Background: an optimization exercise with open tools, aiming at small area, a short achievable clock period and few clock cycles per item. Do not read the settings as production practice.
Where RTL was checked, it was by simulation tests only, not by an equivalence proof against the original.

== JK ==
Design AES, start of the top module:
module AES(
    input clk,nrst,load,
    input [15:0] data_input,input_vector,key,
    input  [3:0] round_number,
    output [15:0] data_output,
    output finish
    );
Size: ~39 flip-flops, ~72 I/O pins, ~2900 µm² of cells after synthesis.
==> flow/config.mk <==
export PLATFORM = sky130hd
export DESIGN_NAME = AES
export DESIGN_NICKNAME = AES
export VERILOG_FILES = /design/flow/design.v
export SDC_FILE = /design/flow/constraint.sdc
export NUM_CORES = 4
export LEC_CHECK = 0
export CAP_MARGIN = 20
export CORE_MARGIN = 2
export CORE_UTILIZATION = 40
export SETUP_SLACK_MARGIN = 2.6
export SLEW_MARGIN = 20
export SYNTH_HIERARCHICAL = 1
export SYNTH_MINIMUM_KEEP_SIZE = 0
==> flow/constraint.sdc <==
create_clock -name core_clock -period 5.0 [get_ports {clk}]
set_input_delay 1.0000 -clock core_clock [delete_from_list [all_inputs] [get_ports {clk}]]
set_output_delay 1.0000 -clock core_clock [all_outputs]
set_load 0.01 [all_outputs]
standard.sh (not shown) runs the stock make flow with config.mk's settings and CLKGATE_MAP_FILE= SYNTH_SCRIPT=/design/flow/synth_recipe.tcl, a recipe that flattens the netlist after the stock synthesis.
==> flow/flow/run.sh <==
#!/bin/bash
# The standard layout (the standard.sh, standard synthesis included), with the
# ports buffered by plain buffers instead of the delay buffers buffer_ports picks.
set -euo pipefail
export BUFFER_PORTS_ARGS="-buffer_cell sky130_fd_sc_hd__buf_1"
bash standard.sh > standard.log 2>&1
#### Input delta (MS over JK)
- a change of SETUP_SLACK_MARGIN from 2.6 to 2.9
### Flow results
- In the final reports, the cell area of MS is larger than that of JK.
- Overall via count from detail_route delta (MS − JK): unfavourable
- The lower transition time at the pin with the least slew margin of MS and JK is in MS.
- Per the comparison of MS with JK, path length in cells of the critical path went down, via count of the first global-routing pass went up.
[inputs] AL vs MS
- SETUP_SLACK_MARGIN: 2.9 -> 2.8
## What came out
- AL vs. MS: routed wire length went down by 0.87%; fraction of area in clock buffers and inverters has remained practically unchanged.
- Sequential share of layout area (higher): AL
- Summary of AL over MS: number of hold buffers added after CTS roughly the same; total number of cells along the worst setup path higher; clock period minus final worst setup slack higher.
- AL completed; timing, DRC and antenna clean
- MS: no failed stages, no open violations at the end
Changes in TR relative to AL:
- SETUP_SLACK_MARGIN changed from 2.8 to 3.1
Findings:
- TR and AL ended up with roughly the same count of inverters other than clock inverters in the layout.
- From TR to AL, remaining antenna violation count did not move at all.
- Critical path startpoint: s[1]$_DFF_P_ -> TR, s[11]$_DFF_P_ -> AL
- Of AL and TR, the lower global-route usage belongs to AL.
Here is what was changed in the inputs of PW compared with TR.
- SETUP_SLACK_MARGIN now 3.0, was 3.1
==> comparison <==
Register-to-register slack down 0.09 ns in PW wrt TR
[compare] base=TR new=PW: share of the cycle needed by the critical path after routing saw an increase, effective utilization at floorplan saw little to no change, wire length saw a decrease.
Synthesis-to-layout area growth: PW vs TR down 14 points
No run of this note included a check of the RTL's function; only the layout flow was run.


## juniper
AES, a different RTL version from the one above (not shown whole).
Size: roughly 360 cells after synthesis, about 39 flip-flops, ~72 I/O pins, about 2800 um2 of cells after synthesis.
==> flow/config.mk <==
export PLATFORM = sky130hd
export DESIGN_NAME = AES
export DESIGN_NICKNAME = AES
export VERILOG_FILES = /design/flow/design.v
export SDC_FILE = /design/flow/constraint.sdc
export NUM_CORES = 4
export LEC_CHECK = 0
export CAP_MARGIN = 20
export CORE_MARGIN = 2
export CORE_UTILIZATION = 40
export SETUP_SLACK_MARGIN = 2.6
export SLEW_MARGIN = 20
export SYNTH_HIERARCHICAL = 1
export SYNTH_MINIMUM_KEEP_SIZE = 0
==> flow/constraint.sdc <==
create_clock -name core_clock -period 5.0 [get_ports {clk}]
set_input_delay 1.0000 -clock core_clock [delete_from_list [all_inputs] [get_ports {clk}]]
set_output_delay 1.0000 -clock core_clock [all_outputs]
set_load 0.01 [all_outputs]
==> flow/flow/run.sh <==
#!/bin/bash
# The standard layout (the standard.sh, with the standard flow's synthesis script), except:
#  - ports are buffered by plain buffers instead of the delay buffers buffer_ports picks;
#  - ABC maps the logic with flow/abc.script instead of ORFS's abc_speed.script
#    (a copy of ORFS's scripts folder with only that file replaced).
set -euo pipefail
cp -r "$FLOW_HOME/scripts" scripts_abc
cp flow/abc.script scripts_abc/abc_speed.script
export SCRIPTS_DIR="$PWD/scripts_abc"
export BUFFER_PORTS_ARGS="-buffer_cell sky130_fd_sc_hd__buf_1"
bash standard.sh > standard.log 2>&1
==> flow/flow/abc.script <==
strash
dch -f
map -a
topo
Having completed the whole flow, juniper delivered a layout that passed the timing, DRC and antenna checks.
Testbench counts of juniper, summed over its fixed seeds: cycles 1,935, items 192.
The following lists how maple was set up differently from juniper:
- SETUP_SLACK_MARGIN now 2.8, was 2.6
==> flow/flow/run.sh <==
#!/bin/bash
# The standard layout (the standard.sh, standard synthesis included), with the
# ports buffered by plain buffers instead of the delay buffers buffer_ports picks.
set -euo pipefail
export BUFFER_PORTS_ARGS="-buffer_cell sky130_fd_sc_hd__buf_1"
bash standard.sh > standard.log 2>&1
removed: flow/flow/abc.script
### Flow results
[maple] area after synthesis rose 12% relative to juniper
Diff juniper -> maple: post-synthesis share of cell area spent on and, or, nand and nor gates went down; xor and xnor fraction of the mapped netlist area higher.
Total routing usage reported by global routing: maple < juniper
A worst setup path startpoint of s[15] is what maple shows, while r[2] belongs to juniper.
Looking at routed wire length across both flows, maple is the weaker of the two, with juniper ahead.
[diff] count of vias placed by the detailed router, maple relative to juniper: improvement
maple: data arrival at the endpoint of the critical path lower than juniper
Inputs modified between maple and indigo:
- SETUP_SLACK_MARGIN changed from 2.8 to 2.4
## What came out
- indigo — number of buffers inserted to repair setup after CTS 9 lower, maple as reference
- Taking maple as the reference point, the wire length of indigo falls by 700 um.
- Between indigo and maple, it is indigo whose met2 track demand over resource in global routing is lower, by 1.5 points.
- Summary: with maple as the reference, number of signal-net buffers in the layout in indigo moved down by more than a quarter.
- clkbuf_2 as the cell with the largest stage delay on the worst path was reported by indigo, and edfxtp_1 by maple.
diff inputs: indigo => xenon
- ABC_AREA now 1, previously not set
- SETUP_SLACK_MARGIN now 2.6, was 2.4
==> run notes <==
- Compared with indigo, xenon shows a detailed router's first-iteration violation count that is 62 higher.
- Taking indigo as the reference, in xenon die area climbed 2000 um2, die outline width now larger.
- Worst setup path endpoint = last: indigo; worst setup path endpoint = s[8]: xenon
- xenon ends up with a share of the cycle needed by the critical path after routing that is 4.1 points lower than in indigo.
- Sort xenon and indigo by non-clock buffer total of the final layout asc -> top: xenon
- A main combinational cell family by area after synthesis of XOR/XNOR gates is what indigo shows, while simple AND/OR/NAND/NOR gates belongs to xenon.
- xenon vs indigo on layout overhead on the synthesized area: xenon is the lower one.
## Diff of input files: cedar against xenon
- ABC_AREA: 1 -> unset
==> flow/flow/run.sh <==
#!/bin/bash
# The standard layout (the standard.sh, with the standard flow's synthesis script), except:
#  - ports are buffered by plain buffers instead of the delay buffers buffer_ports picks;
#  - ABC maps the logic with flow/abc.script instead of ORFS's abc_speed.script
#    (a copy of ORFS's scripts folder with only that file replaced).
set -euo pipefail
cp -r "$FLOW_HOME/scripts" scripts_abc
cp flow/abc.script scripts_abc/abc_speed.script
export SCRIPTS_DIR="$PWD/scripts_abc"
export BUFFER_PORTS_ARGS="-buffer_cell sky130_fd_sc_hd__buf_1"
bash standard.sh > standard.log 2>&1
==> flow/flow/abc.script (new file) <==
&get -n
&st
&dch
&nf
&st
&syn2
&if -g -K 6
&synch2
&nf
&st
&syn2
&if -g -K 6
&synch2
&nf
&put
Results
Of xenon and cedar, cedar shows the lower post-route standard cell area excluding fillers, with xenon above it.
For number of instances in the synthesized netlist, dividing the value from cedar by the value from xenon gives 0.52.
Re count of final setup violators: no difference whatsoever between xenon and cedar.
Between xenon and cedar, the proportion of cell area spent on the clock network is lower for xenon.
Summary of cedar over xenon: core footprint shrank by about 26%, post-synthesis mux area share grew by 2.1 points, post-layout minimum cycle time grew by 0.081 ns.

-- re-timing with driven ports --
How much do the figures lean on ideal ports? The routed layouts below were timed once more, with nothing changed but the port constraints.
Step 1: set_driving_cell puts a clkbuf_16 on clk and a buf_2 on each other input, an assumption about the parent block.
Step 2 moves the port delays by t, midway between the first and last clock arrival at a register: inputs arrive t later, outputs are due t later. That takes back most of the time a late clock gives input paths.
Slacks: ideal / step 1 / step 2; pairs: ideal / step 1.
run | t (ns) | slack for setup (ns) | hold WS [ns] | latest minus earliest clock arrival (ns)
JK | 0.319 | 2.842 / 2.844 / 2.525 | 0.464 / 0.462 / 0.502 | 0.010 / 0.010
MS | 0.320 | 2.965 / 2.937 / 2.675 | 0.468 / 0.465 / 0.502 | 0.007 / 0.007
AL | 0.320 | 2.948 / 2.948 / 2.676 | 0.467 / 0.464 / 0.502 | 0.007 / 0.006
TR | 0.329 | 3.107 / 3.079 / 2.861 | 0.474 / 0.471 / 0.501 | 0.010 / 0.011
PW | 0.319 | 3.034 / 3.034 / 2.787 | 0.466 / 0.464 / 0.502 | 0.009 / 0.010
juniper | 0.306 | 2.641 / 2.641 / 2.470 | 0.479 / 0.476 / 0.504 | 0.008 / 0.008
maple | 0.318 | 2.775 / 2.773 / 2.531 | 0.480 / 0.477 / 0.508 | 0.008 / 0.008
indigo | 0.314 | 2.574 / 2.577 / 2.263 | 0.483 / 0.481 / 0.507 | 0.008 / 0.008
xenon | 0.322 | 2.779 / 2.784 / 2.462 | 0.469 / 0.463 / 0.498 | 0.010 / 0.010
cedar | 0.311 | 2.699 / 2.699 / 2.528 | 0.491 / 0.485 / 0.509 | 0.008 / 0.008
After both steps every run listed still meets setup and hold.
